What follows belongs to an exercise in optimizing a design on an open flow for small area; a production flow would make more cautious choices.
Only simulation tests tie the RTL to the original design; equivalence was not proved.
Power is estimated from default activity; no workload was simulated.

==> run A: inputs <==
==> flow/design.v <==
module pulse_filter_32ch (
    input              clk_20m   ,
    input              rst_n     ,
    input      [31:0]  pulse_in  ,
    input      [15:0]  filter_cfg,
    output reg [31:0]  pulse_out
);
    reg  [31:0]        stable_val;
    wire [31:0]        stable_nxt;
    genvar ch, k;
    generate
        for (ch = 0; ch < 32; ch = ch + 1) begin : g_ch
            reg  [15:0] cnt;
            wire [16:0] inc_c;       
            wire [16:0] ge_c;        
            wire [15:0] cnt_nxt;
            wire        diff = pulse_in[ch] ^ stable_val[ch];
            wire        run;         
            assign inc_c[0] = 1'b1;
            assign ge_c[0]  = 1'b1;
            for (k = 0; k < 16; k = k + 1) begin : g_bit
                assign inc_c[k+1] = inc_c[k] & cnt[k];
                assign ge_c[k+1]  = (cnt[k] & ~filter_cfg[k]) |
                                    ((cnt[k] | ~filter_cfg[k]) & ge_c[k]);
                assign cnt_nxt[k] = run & (cnt[k] ^ inc_c[k]);
            end
            assign run = diff & ~ge_c[16];
            assign stable_nxt[ch] = stable_val[ch] ^ (diff & ge_c[16]);
            always @(posedge clk_20m or negedge rst_n) begin
                if (!rst_n)
                    cnt <= 16'd0;
                else
                    cnt <= cnt_nxt;
            end
        end
    endgenerate
    always @(posedge clk_20m or negedge rst_n) begin
        if (!rst_n) begin
            pulse_out   <= 32'd0;
            stable_val  <= 32'd0;
        end
        else begin
            stable_val  <= stable_nxt;
            pulse_out   <= stable_val;
        end
    end
endmodule
module top_pulse_filter (
    input              clk_20m        ,  
    input              rst_n          ,  
    input  [31:0]      pulse_raw      ,  
    input  [15:0]      filter_coeff   ,  
    output [31:0]      pulse_filtered    
);
    pulse_filter_32ch u_pulse_filter_32ch (
        .clk_20m     (clk_20m       ),
        .rst_n       (rst_n         ),
        .pulse_in    (pulse_raw     ),
        .filter_cfg  (filter_coeff  ),
        .pulse_out   (pulse_filtered)
    );
endmodule
==> flow/run.sh <==
#!/bin/bash
# synth_recipe.tcl (not shown) runs the flow's synth.tcl, then flattens the netlist and writes it again
# the make line also repeats each setting of config.mk as NAME=value (left out here)
make -C /OpenROAD-flow-scripts/flow DESIGN_CONFIG=/design/flow/config.mk WORK_HOME=/design/flow/orfs CLKGATE_MAP_FILE= SYNTH_SCRIPT=/design/flow/synth_recipe.tcl finish
==> flow/config.mk <==
export PLATFORM = sky130hd
export DESIGN_NAME = top_pulse_filter
export DESIGN_NICKNAME = top_pulse_filter
export VERILOG_FILES = /design/flow/design.v
export SDC_FILE = /design/flow/constraint.sdc
export NUM_CORES = 4
export LEC_CHECK = 0
export ABC_AREA = 1
export CAP_MARGIN = 20
export CORE_MARGIN = 2
export CORE_UTILIZATION = 40
export SLEW_MARGIN = 20
==> flow/constraint.sdc <==
create_clock -name core_clock -period 50.0 [get_ports {clk_20m}]
set_input_delay 10.0000 -clock core_clock [delete_from_list [all_inputs] [get_ports {clk_20m}]]
set_output_delay 10.0000 -clock core_clock [all_outputs]
set_load 0.01 [all_outputs]
==> inputs of run D, as changes to run A <==
==> flow/design.v, changed modules only <==
module pulse_filter_32ch (
    input              clk_20m   ,
    input              rst_n     ,
    input      [31:0]  pulse_in  ,
    input      [15:0]  filter_cfg,
    output reg [31:0]  pulse_out
);
    reg  [31:0]        stable_val;
    reg  [31:0]        running;           
    wire [31:0]        stable_nxt;
    wire [31:0]        running_nxt;
    wire               cfg_zero = ~|filter_cfg;
    genvar ch, k;
    generate
        for (ch = 0; ch < 32; ch = ch + 1) begin : g_ch
            reg  [15:0] cnt;
            wire [16:0] inc_c;       
            wire [16:0] ge_c;        
            wire [15:0] cnt_nxt;
            wire        diff = pulse_in[ch] ^ stable_val[ch];
            wire        ge   = (running[ch] & ge_c[16]) | cfg_zero;
            assign inc_c[0] = 1'b1;
            assign ge_c[0]  = 1'b1;
            for (k = 0; k < 16; k = k + 1) begin : g_bit
                assign inc_c[k+1] = inc_c[k] & cnt[k];
                assign ge_c[k+1]  = (cnt[k] & ~filter_cfg[k]) |
                                    ((cnt[k] | ~filter_cfg[k]) & ge_c[k]);
                if (k == 0) begin : g_lsb
                    assign cnt_nxt[k] = ~(running[ch] & cnt[k]);
                end else begin : g_msb
                    assign cnt_nxt[k] = running[ch] & (cnt[k] ^ inc_c[k]);
                end
            end
            assign running_nxt[ch] = diff & ~ge;
            assign stable_nxt[ch]  = stable_val[ch] ^ (diff & ge);
            always @(posedge clk_20m)
                cnt <= cnt_nxt;
        end
    endgenerate
    always @(posedge clk_20m or negedge rst_n) begin
        if (!rst_n) begin
            pulse_out   <= 32'd0;
            stable_val  <= 32'd0;
            running     <= 32'd0;
        end
        else begin
            stable_val  <= stable_nxt;
            running     <= running_nxt;
            pulse_out   <= stable_val;
        end
    end
endmodule
==> flow/flow/run.sh (new file) <==
#!/bin/bash
# Own layout flow: the standard synthesis, then its combinational logic
# re-mapped for area by Yosys/ABC (registers kept as they are, same names and
# cells), then the standard ORFS layout from floorplan to finish.
set -euo pipefail
W=$PWD
R=$W/orfs/results/$FLOW_PLATFORM/top_pulse_filter/base
LIB=$FLOW_HOME/platforms/$FLOW_PLATFORM/lib/sky130_fd_sc_hd__tt_025C_1v80.lib
YOSYS=${YOSYS_EXE:-$(command -v yosys || echo "$FLOW_HOME/../tools/install/yosys/bin/yosys")}

# extra make variables for the layout steps
MK=(
  "BUFFER_PORTS_ARGS=-buffer_cell sky130_fd_sc_hd__buf_1"
)
if [[ -f flow/extra.mk ]]; then
  while IFS= read -r line; do [[ -n "$line" ]] && MK+=("$line"); done < flow/extra.mk
fi

# 1. standard synthesis
bash standard.sh "${MK[@]}" synth > synth_std.log 2>&1
cp "$R/1_2_yosys.v" "$W/synth_std.v"

# 2. re-map the combinational logic; the flip-flops stay black boxes
DU=$(grep -o 'cell *( *"*sky130_fd_sc_hd__\(lpflow\|probe\)[a-z0-9_]*' "$LIB" | sed 's/.*sky130/sky130/' | sort -u | sed 's/^/-dont_use /' | tr '\n' ' ')
FFS=$(grep -o 'sky130_fd_sc_hd__[a-z0-9]*df[a-z0-9_]*' "$W/synth_std.v" | sort -u | tr '\n' ' ')
sed "s#@LIB@#$LIB#g; s#@IN@#$W/synth_std.v#g; s#@OUT@#$W/synth_remap.v#g; s#@FFS@#$FFS#g; s#@ABC@#$W/flow/remap.abc#g; s#@DONTUSE@#$DU#g" \
  flow/remap.ys.in > "$W/remap.ys"
"$YOSYS" -s "$W/remap.ys" > remap.log 2>&1

# 3. the layout from the re-mapped netlist
cp "$W/synth_remap.v" "$R/1_2_yosys.v"
rm -f "$R/1_synth.odb" "$R/1_synth.sdc"
bash standard.sh "${MK[@]}" synth > synth_odb.log 2>&1
bash standard.sh "${MK[@]}" finish > finish.log 2>&1
test -f out/final.def
==> flow/flow/remap.abc (new file) <==
strash
dch
amap
strash
dch
amap
strash
dch
amap
strash
dch
amap
==> flow/flow/remap.ys.in (new file) <==
read_liberty -ignore_miss_func -overwrite @LIB@
read_verilog @IN@
hierarchy -top top_pulse_filter
blackbox @FFS@
flatten
rename -hide w:_*_.*
delete t:$scopeinfo
opt_clean
opt -purge
abc -liberty @LIB@ @DONTUSE@ -script @ABC@
opt_clean -purge
hilomap -singleton -hicell sky130_fd_sc_hd__conb_1 HI -locell sky130_fd_sc_hd__conb_1 LO
read_liberty -lib -overwrite @LIB@
stat -liberty @LIB@
write_verilog -noattr -noexpr -nohex -nodec @OUT@
==> flow/standard.sh (new file) <==
#!/bin/bash
# synth_recipe.tcl (not shown) runs the flow's synth.tcl, then flattens the netlist and writes it again
# the make line also repeats each setting of config.mk as NAME=value (left out here)
make -C /OpenROAD-flow-scripts/flow DESIGN_CONFIG=/design/flow/config.mk WORK_HOME=/design/flow/orfs CLKGATE_MAP_FILE= SYNTH_SCRIPT=/design/flow/synth_recipe.tcl "${@:-finish}"
Settings changed: CORE_UTILIZATION 40 to 60, CTS_BUF_LIST from default to sky130_fd_sc_hd__clkbuf_16, CTS_CLUSTER_DIAMETER from default to 100, CTS_CLUSTER_SIZE from default to 24.
removed: flow/run.sh
==> inputs of run C, as changes to run A <==
==> flow/design.v, changed modules only <==
module pulse_filter_32ch (
    input              clk_20m   ,
    input              rst_n     ,
    input      [31:0]  pulse_in  ,
    input      [15:0]  filter_cfg,
    output reg [31:0]  pulse_out
);
    reg  [31:0]        stable_val;
    reg  [31:0]        running;           
    wire [31:0]        stable_nxt;
    wire [31:0]        running_nxt;
    wire               cfg_zero = ~|filter_cfg;
    genvar ch, k;
    generate
        for (ch = 0; ch < 32; ch = ch + 1) begin : g_ch
            reg  [15:0] cnt_n;       
            wire [15:0] cnt = ~cnt_n;
            wire [16:0] inc_c;       
            wire [16:0] ge_c;        
            wire [15:0] cnt_nxt;
            wire        diff = pulse_in[ch] ^ stable_val[ch];
            wire        ge   = (running[ch] & ge_c[16]) | cfg_zero;
            assign inc_c[0] = 1'b1;
            assign ge_c[0]  = 1'b1;
            for (k = 0; k < 16; k = k + 1) begin : g_bit
                assign inc_c[k+1] = inc_c[k] & cnt[k];
                assign ge_c[k+1]  = (cnt[k] & ~filter_cfg[k]) |
                                    ((cnt[k] | ~filter_cfg[k]) & ge_c[k]);
                if (k == 0) begin : g_lsb
                    assign cnt_nxt[k] = ~(running[ch] & cnt[k]);
                end else begin : g_msb
                    assign cnt_nxt[k] = running[ch] & (cnt[k] ^ inc_c[k]);
                end
            end
            assign running_nxt[ch] = diff & ~ge;
            assign stable_nxt[ch]  = stable_val[ch] ^ (diff & ge);
            always @(posedge clk_20m)
                cnt_n <= ~cnt_nxt;
        end
    endgenerate
    always @(posedge clk_20m or negedge rst_n) begin
        if (!rst_n) begin
            pulse_out   <= 32'd0;
            stable_val  <= 32'd0;
            running     <= 32'd0;
        end
        else begin
            stable_val  <= stable_nxt;
            running     <= running_nxt;
            pulse_out   <= stable_val;
        end
    end
endmodule
==> flow/flow/run.sh (new file) <==
#!/bin/bash
# Own layout flow: the standard synthesis, then its combinational logic
# re-mapped for area by Yosys/ABC (registers kept as they are, same names and
# cells), then the standard ORFS layout from floorplan to finish.
set -euo pipefail
W=$PWD
R=$W/orfs/results/$FLOW_PLATFORM/top_pulse_filter/base
LIB=$FLOW_HOME/platforms/$FLOW_PLATFORM/lib/sky130_fd_sc_hd__tt_025C_1v80.lib
YOSYS=${YOSYS_EXE:-$(command -v yosys || echo "$FLOW_HOME/../tools/install/yosys/bin/yosys")}

# extra make variables for the layout steps
MK=(
  "BUFFER_PORTS_ARGS=-buffer_cell sky130_fd_sc_hd__buf_1"
)
if [[ -f flow/extra.mk ]]; then
  while IFS= read -r line; do [[ -n "$line" ]] && MK+=("$line"); done < flow/extra.mk
fi

# 1. standard synthesis
bash standard.sh "${MK[@]}" synth > synth_std.log 2>&1
cp "$R/1_2_yosys.v" "$W/synth_std.v"

# 2. re-map the combinational logic; the flip-flops stay black boxes
DU=$(grep -o 'cell *( *"*sky130_fd_sc_hd__\(lpflow\|probe\)[a-z0-9_]*' "$LIB" | sed 's/.*sky130/sky130/' | sort -u | sed 's/^/-dont_use /' | tr '\n' ' ')
FFS=$(grep -o 'sky130_fd_sc_hd__[a-z0-9]*df[a-z0-9_]*' "$W/synth_std.v" | sort -u | tr '\n' ' ')
sed "s#@LIB@#$LIB#g; s#@IN@#$W/synth_std.v#g; s#@OUT@#$W/synth_remap.v#g; s#@FFS@#$FFS#g; s#@ABC@#$W/flow/remap.abc#g; s#@DONTUSE@#$DU#g" \
  flow/remap.ys.in > "$W/remap.ys"
"$YOSYS" -s "$W/remap.ys" > remap.log 2>&1

# 3. the layout from the re-mapped netlist
cp "$W/synth_remap.v" "$R/1_2_yosys.v"
rm -f "$R/1_synth.odb" "$R/1_synth.sdc"
bash standard.sh "${MK[@]}" synth > synth_odb.log 2>&1
bash standard.sh "${MK[@]}" finish > finish.log 2>&1
test -f out/final.def
==> flow/flow/remap.abc (new file) <==
strash
dch
amap
strash
dch
amap
strash
dch
amap
strash
dch
amap
==> flow/flow/remap.ys.in (new file) <==
read_liberty -ignore_miss_func -overwrite @LIB@
read_verilog @IN@
hierarchy -top top_pulse_filter
blackbox @FFS@
flatten
rename -hide w:_*_.*
delete t:$scopeinfo
opt_clean
opt -purge
abc -liberty @LIB@ @DONTUSE@ -script @ABC@
opt_clean -purge
hilomap -singleton -hicell sky130_fd_sc_hd__conb_1 HI -locell sky130_fd_sc_hd__conb_1 LO
read_liberty -lib -overwrite @LIB@
stat -liberty @LIB@
write_verilog -noattr -noexpr -nohex -nodec @OUT@
==> flow/standard.sh (new file) <==
#!/bin/bash
# synth_recipe.tcl (not shown) runs the flow's synth.tcl, then flattens the netlist and writes it again
# the make line also repeats each setting of config.mk as NAME=value (left out here)
make -C /OpenROAD-flow-scripts/flow DESIGN_CONFIG=/design/flow/config.mk WORK_HOME=/design/flow/orfs CLKGATE_MAP_FILE= SYNTH_SCRIPT=/design/flow/synth_recipe.tcl "${@:-finish}"
Settings changed: CAP_MARGIN 20 to 0, CORE_UTILIZATION 40 to 60, CTS_BUF_LIST from default to sky130_fd_sc_hd__clkbuf_8, CTS_CLUSTER_DIAMETER from default to 100, CTS_CLUSTER_SIZE from default to 14, SLEW_MARGIN 20 to 0.
removed: flow/run.sh
==> inputs of run F, as changes to run A <==
==> flow/design.v, changed modules only <==
module pulse_filter_32ch (
    input              clk_20m   ,
    input              rst_n     ,
    input      [31:0]  pulse_in  ,
    input      [15:0]  filter_cfg,
    output reg [31:0]  pulse_out
);
    integer i;
    reg [31:0]         stable_val;
    reg [15:0]         cnt [31:0];
    always @(posedge clk_20m or negedge rst_n) begin
        if (!rst_n) begin
            pulse_out   <= 32'd0;
            stable_val  <= 32'd0;
            for (i = 0; i < 32; i = i + 1)
                cnt[i] <= 16'd0;
        end
        else begin
            for (i = 0; i < 32; i = i + 1) begin
                if (pulse_in[i] != stable_val[i]) begin
                    if (cnt[i] >= filter_cfg) begin
                        stable_val[i] <= pulse_in[i];
                        cnt[i]        <= 16'd0;
                    end
                    else begin
                        cnt[i] <= cnt[i] + 1'b1;
                    end
                end
                else begin
                    cnt[i] <= 16'd0;
                end
            end
            pulse_out <= stable_val;
        end
    end
endmodule
Settings changed: ABC_AREA 1 to default.
==> flow_metrics.py <==
metrics = {
    "route": {
        "wl_per_cell_um": 17.5,
        "via_count": 23800,
    },
    "critical_path": {
        "critical_path.top_delay_family": "compound AO/OA/AOI/OAI gates",
    },
    "status": {
        "status": "no timing/DRC/antenna violations",
    },
    "final_layout": {
        "reg.largest.list": "u_pulse_filter_32ch.g_ch.cnt (512), u_pulse_filter_32ch.pulse_out (32), u_pulse_filter_32ch.running (32)",
        "final_common_cell": "dfxtp_1",
        "drive_above_1_share_pct": 2.26,
        "seq_area_um2": 12700,
    },
    "power": {
        "clockPowerShare_pct": 25.2,
        "powerComb_uw": 171,
    },
}
That was run D.
==> flow_metrics.py <==
metrics = {
    "power": {
        "powerComb_uw": 199,
        "clockPowerShare_pct": 39.0,
    },
    "critical_path": {
        "arrival_ns": 13.67,
        "critical_path.top_delay_family": "buffers and inverters",
    },
    "status": {
        "status": "no timing/DRC/antenna violations",
    },
    "route": {
        "via_count": 23700,
        "dr.pass1.iters": 5,
        "wl_per_cell_um": 12.9,
    },
    "final_layout": {
        "final_cell_area_um2": 37700,
        "reg.largest.list": "u_pulse_filter_32ch.g_ch.cnt (512), u_pulse_filter_32ch.pulse_out (32)",
        "drive_above_1_share_pct": 8.60,
    },
    "clock_network": {
        "cts-htree-levels": 3,
    },
}
That was run A.
==> flow_metrics.py <==
metrics = {
    "final_layout": {
        "final_common_cell": "nand2_1",
        "seq_area_um2": 12700,
        "reg.largest.list": "u_pulse_filter_32ch.g_ch.cnt_n (512), u_pulse_filter_32ch.pulse_out (32), u_pulse_filter_32ch.running (32)",
        "syn2layout_area_growth_pct": 7.90,
        "drive_above_1_share_pct": 3.04,
    },
    "power": {
        "powerComb_uw": 100,
        "clockPowerShare_pct": 28.0,
    },
    "route": {
        "wl_per_cell_um": 17.0,
        "via_count": 23700,
        "drt_iter0_markers": 1733,
    },
    "status": {
        "status": "no timing/DRC/antenna violations",
    },
    "critical_path": {
        "critical_path.top_delay_family": "compound AO/OA/AOI/OAI gates",
    },
}
That was run C.
==> flow_metrics.py <==
metrics = {
    "power": {
        "clk-power_uw": 518,
        "powerComb_uw": 221,
        "clockPowerShare_pct": 40.1,
    },
    "route": {
        "wl_per_cell_um": 16.7,
        "via_count": 26300,
    },
    "final_layout": {
        "final_cell_area_um2": 40400,
        "drive_above_1_share_pct": 5.14,
        "seq_area_um2": 14400,
    },
    "synthesis": {
        "synthCells": 3695,
    },
    "critical_path": {
        "critical_path.top_delay_family": "buffers and inverters",
    },
    "status": {
        "status": "no timing/DRC/antenna violations",
    },
}
That was run F.

separate check: timing with driven ports:
How much do the figures lean on ideal ports? The routed layouts below were timed once more, with nothing changed but the port constraints. Step 1: set_driving_cell puts a clkbuf_16 on clk_20m and a buf_2 on each other input, an assumption about the parent block. Step 2 adds t to the input delays and takes it off the output delays; t is the mean of the earliest and latest rising clock arrival at the registers after step 1. Input paths then give back, and output paths get back, about the clock's delay inside the block. a / b / c = no drivers / after step 1 / after step 2; a / b = the first two.
run | t, ns | setup slack, ns | hold WS [ns] | latest minus earliest clock arrival (ns)
run A | 0.655 | 36.846 / 36.863 / 36.208 | 0.417 / 0.417 / 0.417 | 0.028 / 0.029
run D | 0.667 | 36.173 / 36.203 / 35.536 | 0.394 / 0.394 / 0.394 | 0.024 / 0.024
run C | 0.716 | 36.277 / 36.305 / 35.589 | 0.407 / 0.407 / 0.407 | 0.044 / 0.044
run F | 0.666 | 37.303 / 37.339 / 36.673 | 0.409 / 0.409 / 0.409 | 0.019 / 0.018
After both steps setup and hold are still met in every run listed. The setup slack of run C, which loses most, moves by +0.028 ns with the drivers and by -0.688 ns with both steps.
